Background: an optimization exercise with open tools, aiming at small area. Do not read the settings as production practice.
Only simulation tests tie the RTL to the original design; equivalence was not proved.
Power is estimated from default activity; no workload was simulated.

==> inputs of v8 <==
## SystolicArray
module SystolicArray #(parameter SIZE = 4, parameter DATA_WIDTH = 8)(
    input [SIZE*DATA_WIDTH-1:0] A,
    input [SIZE*DATA_WIDTH-1:0] B,
    input clk,
    input rst,
    output done,
    output [SIZE*SIZE*2*DATA_WIDTH-1:0] C
);
reg [79:0] ad0, ad1, ad2, ad3, bd0, bd1, bd2, bd3;
always @(posedge clk) begin
    ad0 <= {ad0[71:0], A[7:0]};   ad1 <= {ad1[71:0], A[15:8]};
    ad2 <= {ad2[71:0], A[23:16]}; ad3 <= {ad3[71:0], A[31:24]};
    bd0 <= {bd0[71:0], B[7:0]};   bd1 <= {bd1[71:0], B[15:8]};
    bd2 <= {bd2[71:0], B[23:16]}; bd3 <= {bd3[71:0], B[31:24]};
end
reg [10:1] T;
always @(posedge clk or negedge rst) begin
    if (!rst) T <= 10'd0;
    else T <= {T[9:1], 1'b1};
end
assign done = T[10];
wire [3:0] v = T[10:7];
reg [15:0] pe00_acc;
wire [15:0] pe00_sum;
wire [7:0] pe00_a = ad0[55:48];
wire [7:0] pe00_b = bd0[55:48];
always @(posedge clk or negedge rst)
    if (!rst) pe00_acc <= 16'd0; else pe00_acc <= pe00_sum;
assign C[15:0] = pe00_acc;
wire pe00_p1 = (pe00_a[0] & pe00_b[0] & v[0]);
wire pe00_p2 = (pe00_a[0] & pe00_b[1] & v[0]);
wire pe00_p3 = (pe00_a[0] & pe00_b[2] & v[0]);
  ...
==> flow/config.mk <==
export PLATFORM = sky130hd
export DESIGN_NAME = SystolicArray
export DESIGN_NICKNAME = SystolicArray
export VERILOG_FILES = /design/flow/design.v
export SDC_FILE = /design/flow/constraint.sdc
export NUM_CORES = 4
export LEC_CHECK = 0
export ABC_AREA = 1
export CAP_MARGIN = 20
export CORE_MARGIN = 2
export CORE_UTILIZATION = 65
export PLACE_DENSITY = 0.75
export SETUP_SLACK_MARGIN = 0.2
export SLEW_MARGIN = 20
export SYNTH_HIERARCHICAL = 1
==> flow/constraint.sdc <==
create_clock -name core_clock -period 6.0 [get_ports {clk}]
set_input_delay 1.2000 -clock core_clock [delete_from_list [all_inputs] [get_ports {clk}]]
set_output_delay 1.2000 -clock core_clock [all_outputs]
set_load 0.01 [all_outputs]
standard.sh (not shown) runs the stock make flow with config.mk's settings and CLKGATE_MAP_FILE= SYNTH_SCRIPT=/design/flow/synth_recipe.tcl, a recipe that flattens the netlist after the stock synthesis.
==> flow/flow/run.sh <==
#!/bin/bash
set -o pipefail
export BUFFER_PORTS_ARGS="-buffer_cell sky130_fd_sc_hd__buf_1"
export CTS_ARGS="-sink_clustering_enable -repair_clock_nets -dont_use_dummy_load -buf_list {sky130_fd_sc_hd__clkbuf_8} -sink_clustering_size 16 -sink_clustering_max_diameter 60"
bash standard.sh > standard_flow.log 2>&1
==> inputs of v10, as changes to v8 <==
==> flow/flow/run.sh (replaced) <==
#!/bin/bash
set -o pipefail
export BUFFER_PORTS_ARGS="-buffer_cell sky130_fd_sc_hd__buf_1"
export CTS_ARGS="-sink_clustering_enable -repair_clock_nets -dont_use_dummy_load -buf_list {sky130_fd_sc_hd__clkbuf_4 sky130_fd_sc_hd__clkbuf_8}"
bash standard.sh > standard_flow.log 2>&1
- CORE_UTILIZATION: 65 -> 40
- PLACE_DENSITY: 0.75 -> 0.6
==> inputs of v13, as changes to v8 <==
==> flow/flow/run.sh (replaced) <==
#!/bin/bash
set -o pipefail
export BUFFER_PORTS_ARGS="-buffer_cell sky130_fd_sc_hd__buf_1"
export CTS_ARGS="-sink_clustering_enable -repair_clock_nets -dont_use_dummy_load -buf_list {sky130_fd_sc_hd__clkbuf_16} -sink_clustering_size 30 -sink_clustering_max_diameter 100"
bash standard.sh > standard_flow.log 2>&1
==> notes.md <==
- Highest clock rate: 175 MHz
- Worst Tran Pin Value: 0.774 ns
- Sw Share: 42.7%
- Crit path largest cell delay: 0.58 ns
- Seq/total area: 37.2%
- RR Endpoint: pe03_acc[12]$_DFF_PN0_
- Top Layer Used: met5
- Vias per std cell: 5.47
- Initial Util: 66.0%
- Number of DRC markers after the initial detailed-route iteration: 2110
- Status: finished clean
That was v8.
==> notes.md <==
- Status: finished clean
- Number of DRC markers after the initial detailed-route iteration: 2051
- Worst Tran Pin Value: 0.768 ns
- Seq/total area: 37.3%
- Initial Util: 66.0%
- Sw Share: 42.6%
- RR Endpoint: pe03_acc[12]$_DFF_PN0_
- Highest clock rate: 175 MHz
- Top Layer Used: met5
- Vias per std cell: 5.46
That was v13.
==> notes.md <==
- Initial Util: 40.3%
- Vias per std cell: 4.80
- Number of DRC markers after the initial detailed-route iteration: 1685
- Seq/total area: 35.8%
- RR Endpoint: pe12_acc[12]$_DFF_PN0_
- Clk network pwr share: 14.6%
- Status: finished clean
- Crit path largest cell delay: 0.54 ns
- Worst Tran Pin Value: 0.639 ns
That was v10.

[afterwards: timing with drivers on the ports]
In the flow no input, the clock included, has a driving cell. The finished layouts below were timed again as built, in two steps.
Step 1, drivers: a clkbuf_16 drives clk and a buf_2 each remaining input, both assumed.
Step 2, shift: input delay + t, output delay - t, t = (earliest + latest rising clock arrival at the registers) / 2. This alone moves slack from input paths to output paths.
Three values: no drivers, after step 1, after step 2; two values: the first two.
run | t, ns | slack for setup (ns) | worst setup path at the end | cell pins on the clock port's net
v8 | 0.709 | 0.271 / 0.271 / 0.271 | register to register | 1
v10 | 0.903 | 0.327 / 0.327 / 0.327 | register to register | 1
v13 | 0.646 | 0.296 / 0.296 / 0.296 | register to register | 1
After both steps every run listed still meets setup and hold.
